Source: an optimization exercise on an open RTL-to-GDS flow (aim: small area and a short achievable clock period). Production flows keep margins and buffers that such runs may drop. Power and IR drop assume default switching activity.

==> flow/design.v (excerpt) <==
module bfu_dif_top
  #(parameter  Q_POINT = 8,
    parameter  TW_ROM_DEPTH = 4,
    parameter ADDR_W = $clog2(TW_ROM_DEPTH),
    parameter TW_ROM_FILE = "tw_rom_p_8_st_1_q_8.mem")
   (
     input clk,
     input reset_n,
     input [31:0] a,
     input [31:0] b,
     input [ADDR_W-1:0] tw_addr,
     output [31:0] c_plus,
     output [31:0] c_minus
   );
  function [11:0] kmul;
    input k;
    input [3:0] n;
    begin
      kmul[0] = (k & ~n[3] & ~n[2] & ~n[1] & n[0]) | (k & ~n[3] & ~n[2] & n[1] & n[0]) | (k & ~n[3] & n[2] & ~n[1] & n[0]) | (k & ~n[3] & n[2] & n[1] & n[0]) | (k & n[3] & ~n[2] & ~n[1] & n[0]) | (k & n[3] & ~n[2] & n[1] & n[0]) | (k & n[3] & n[2] & ~n[1] & n[0]) | (k & n[3] & n[2] & n[1] & n[0]);
      kmul[1] = (k & ~n[3] & ~n[2] & n[1] & ~n[0]) | (k & ~n[3] & ~n[2] & n[1] & n[0]) | (k & ~n[3] & n[2] & n[1] & ~n[0]) | (k & ~n[3] & n[2] & n[1] & n[0]) | (k & n[3] & ~n[2] & n[1] & ~n[0]) | (k & n[3] & ~n[2] & n[1] & n[0]) | (k & n[3] & n[2] & n[1] & ~n[0]) | (k & n[3] & n[2] & n[1] & n[0]);
      kmul[2] = (k & ~n[3] & ~n[2] & ~n[1] & n[0]) | (k & ~n[3] & ~n[2] & n[1] & n[0]) | (k & ~n[3] & n[2] & ~n[1] & ~n[0]) | (k & ~n[3] & n[2] & n[1] & ~n[0]) | (k & n[3] & ~n[2] & ~n[1] & n[0]) | (k & n[3] & ~n[2] & n[1] & n[0]) | (k & n[3] & n[2] & ~n[1] & ~n[0]) | (k & n[3] & n[2] & n[1] & ~n[0]);
      kmul[3] = (k & ~n[3] & ~n[2] & n[1] & ~n[0]) | (k & ~n[3] & ~n[2] & n[1] & n[0]) | (k & ~n[3] & n[2] & ~n[1] & n[0]) | (k & ~n[3] & n[2] & n[1] & ~n[0]) | (k & n[3] & ~n[2] & ~n[1] & ~n[0]) | (k & n[3] & ~n[2] & ~n[1] & n[0]) | (k & n[3] & n[2] & ~n[1] & ~n[0]) | (k & n[3] & n[2] & n[1] & n[0]);
      kmul[4] = (k & ~n[3] & ~n[2] & ~n[1] & n[0]) | (k & ~n[3] & ~n[2] & n[1] & n[0]) | (k & ~n[3] & n[2] & ~n[1] & ~n[0]) | (k & ~n[3] & n[2] & n[1] & ~n[0]) | (k & ~n[3] & n[2] & n[1] & n[0]) | (k & n[3] & ~n[2] & ~n[1] & n[0]) | (k & n[3] & ~n[2] & n[1] & ~n[0]) | (k & n[3] & n[2] & ~n[1] & ~n[0]) | (k & n[3] & n[2] & ~n[1] & n[0]) | (k & n[3] & n[2] & n[1] & n[0]);
  ...
Size in the first run: about 1700 cells after synthesis, about 420 flip-flops, about 130 I/O pins.
export LEC_CHECK = 0
export CAP_MARGIN = 20
export CORE_MARGIN = 2
export CORE_UTILIZATION = 55
export CTS_BUF_LIST = sky130_fd_sc_hd__clkbuf_8
export SETUP_SLACK_MARGIN = 3.7
export SLEW_MARGIN = 20
create_clock -name core_clock -period 6.5 [get_ports {clk}]
run.sh (not shown) runs the stock make flow with config.mk's settings and CLKGATE_MAP_FILE= SYNTH_SCRIPT=/design/flow/synth_recipe.tcl, a recipe that flattens the netlist after the stock synthesis.
Next try:
==> flow/flow/run.sh (new file) <==
#!/bin/bash
# Standard layout, with the ports buffered by buf_2 cells instead of the
# cell buffer_ports picks by default. Each ORFS step logs under orfs/logs/.
set -euo pipefail
bash standard.sh BUFFER_PORTS_ARGS="-buffer_cell sky130_fd_sc_hd__buf_2" finish > standard.log 2>&1
==> flow/standard.sh (new file) <==
#!/bin/bash
# synth_recipe.tcl (not shown) runs the flow's synth.tcl, then flattens the netlist and writes it again
# the make line also repeats each setting of config.mk as NAME=value (left out here)
make -C /OpenROAD-flow-scripts/flow DESIGN_CONFIG=/design/flow/config.mk WORK_HOME=/design/flow/orfs CLKGATE_MAP_FILE= SYNTH_SCRIPT=/design/flow/synth_recipe.tcl "${@:-finish}"
Settings changed: CORE_UTILIZATION 55 to 40, CTS_BUF_LIST sky130_fd_sc_hd__clkbuf_8 to default.
removed: flow/run.sh
- The new run produced a clean layout
- final area goes down by about 2%
- maximum frequency goes up by 0.46%
- first-iteration DRC count goes up by about 18%
- global-route usage goes down by 4.7 points
- worst setup slack gets better by 0.014 ns
- final cell count goes up by 5.9%
- power goes up by about 0.47%
- synthesized area is unchanged
No run of this note included a check of the RTL's function; only the layout flow was run.

---

bfu_dif_top, a different RTL version from the one above (not shown whole).
For scale: roughly 1600 cells after synthesis, about 450 flip-flops, about 130 I/O pins.
export LEC_CHECK = 0
export CAP_MARGIN = 20
export CORE_MARGIN = 2
export CORE_UTILIZATION = 40
export SETUP_SLACK_MARGIN = 4.0
export SLEW_MARGIN = 20
create_clock -name core_clock -period 6.5 [get_ports {clk}]
standard.sh (not shown) runs the stock make flow with config.mk's settings and CLKGATE_MAP_FILE= SYNTH_SCRIPT=/design/flow/synth_recipe.tcl, a recipe that flattens the netlist after the stock synthesis.
==> flow/flow/run.sh <==
#!/bin/bash
# Standard layout, with the ports buffered by buf_2 cells instead of the
# cell buffer_ports picks by default, and a clock tree with larger sink
# clusters and no dummy loads. Each ORFS step logs under orfs/logs/.
set -euo pipefail
bash standard.sh BUFFER_PORTS_ARGS="-buffer_cell sky130_fd_sc_hd__buf_2" \
  CTS_ARGS="-sink_clustering_enable -repair_clock_nets -dont_use_dummy_load -sink_clustering_size 30 -sink_clustering_max_diameter 80" \
  finish > standard.log 2>&1
The starting point ran to the end with no violations.
Rerun with:
==> flow/flow/run.sh (replaced) <==
#!/bin/bash
# Standard layout, with the ports buffered by buf_1 cells instead of the
# cell buffer_ports picks by default, and a clock tree with larger sink
# clusters and no dummy loads. Each ORFS step logs under orfs/logs/.
set -euo pipefail
bash standard.sh BUFFER_PORTS_ARGS="-buffer_cell sky130_fd_sc_hd__buf_1" \
  CTS_ARGS="-sink_clustering_enable -repair_clock_nets -dont_use_dummy_load -sink_clustering_size 30 -sink_clustering_max_diameter 80" \
  finish > standard.log 2>&1
After rerunning:
- fmax fell by 3.0%
- wire length is lower by 1.6%
- total power is lower by 0.45%
- die area does not change
- cell area shrinks by 0.98%
- via count drops by 0.50%
- synthesized cell count stays the same
No run of this note included a check of the RTL's function; only the layout flow was run.

-- port drivers added, routing unchanged --
The results above use ideal ports. As a check the final layouts listed here were re-extracted and re-timed, cells and wires unchanged.
Step 1: set_driving_cell puts a clkbuf_16 on clk and a buf_2 on each other input, an assumption about the parent block.
Step 2 times the ports against the registers' clock, not the clock port: input delays grow and output delays shrink by t, the midpoint of the rising clock arrivals with the driver on.
a / b / c = ideal ports / drivers / drivers and shift; a / b = the first two.
| run | shift t [ns] | setup slack, ns | latest minus earliest clock arrival (ns) |
|---|---|---|---|
| the first run of note 1 | 0.617 | 3.534 / 3.534 / 3.188 | 0.044 / 0.043 |
| the second run of note 1 | 0.622 | 3.548 / 3.548 / 3.484 | 0.025 / 0.024 |
| the first run of note 2 | 0.591 | 4.027 / 4.027 / 3.534 | 0.055 / 0.055 |
| the second run of note 2 | 0.590 | 3.950 / 3.950 / 3.544 | 0.062 / 0.062 |
After both steps every run listed still meets setup and hold. For the first run of note 2, which loses most, drivers alone change the setup slack by 0.000 ns; drivers and shift together by -0.493 ns.
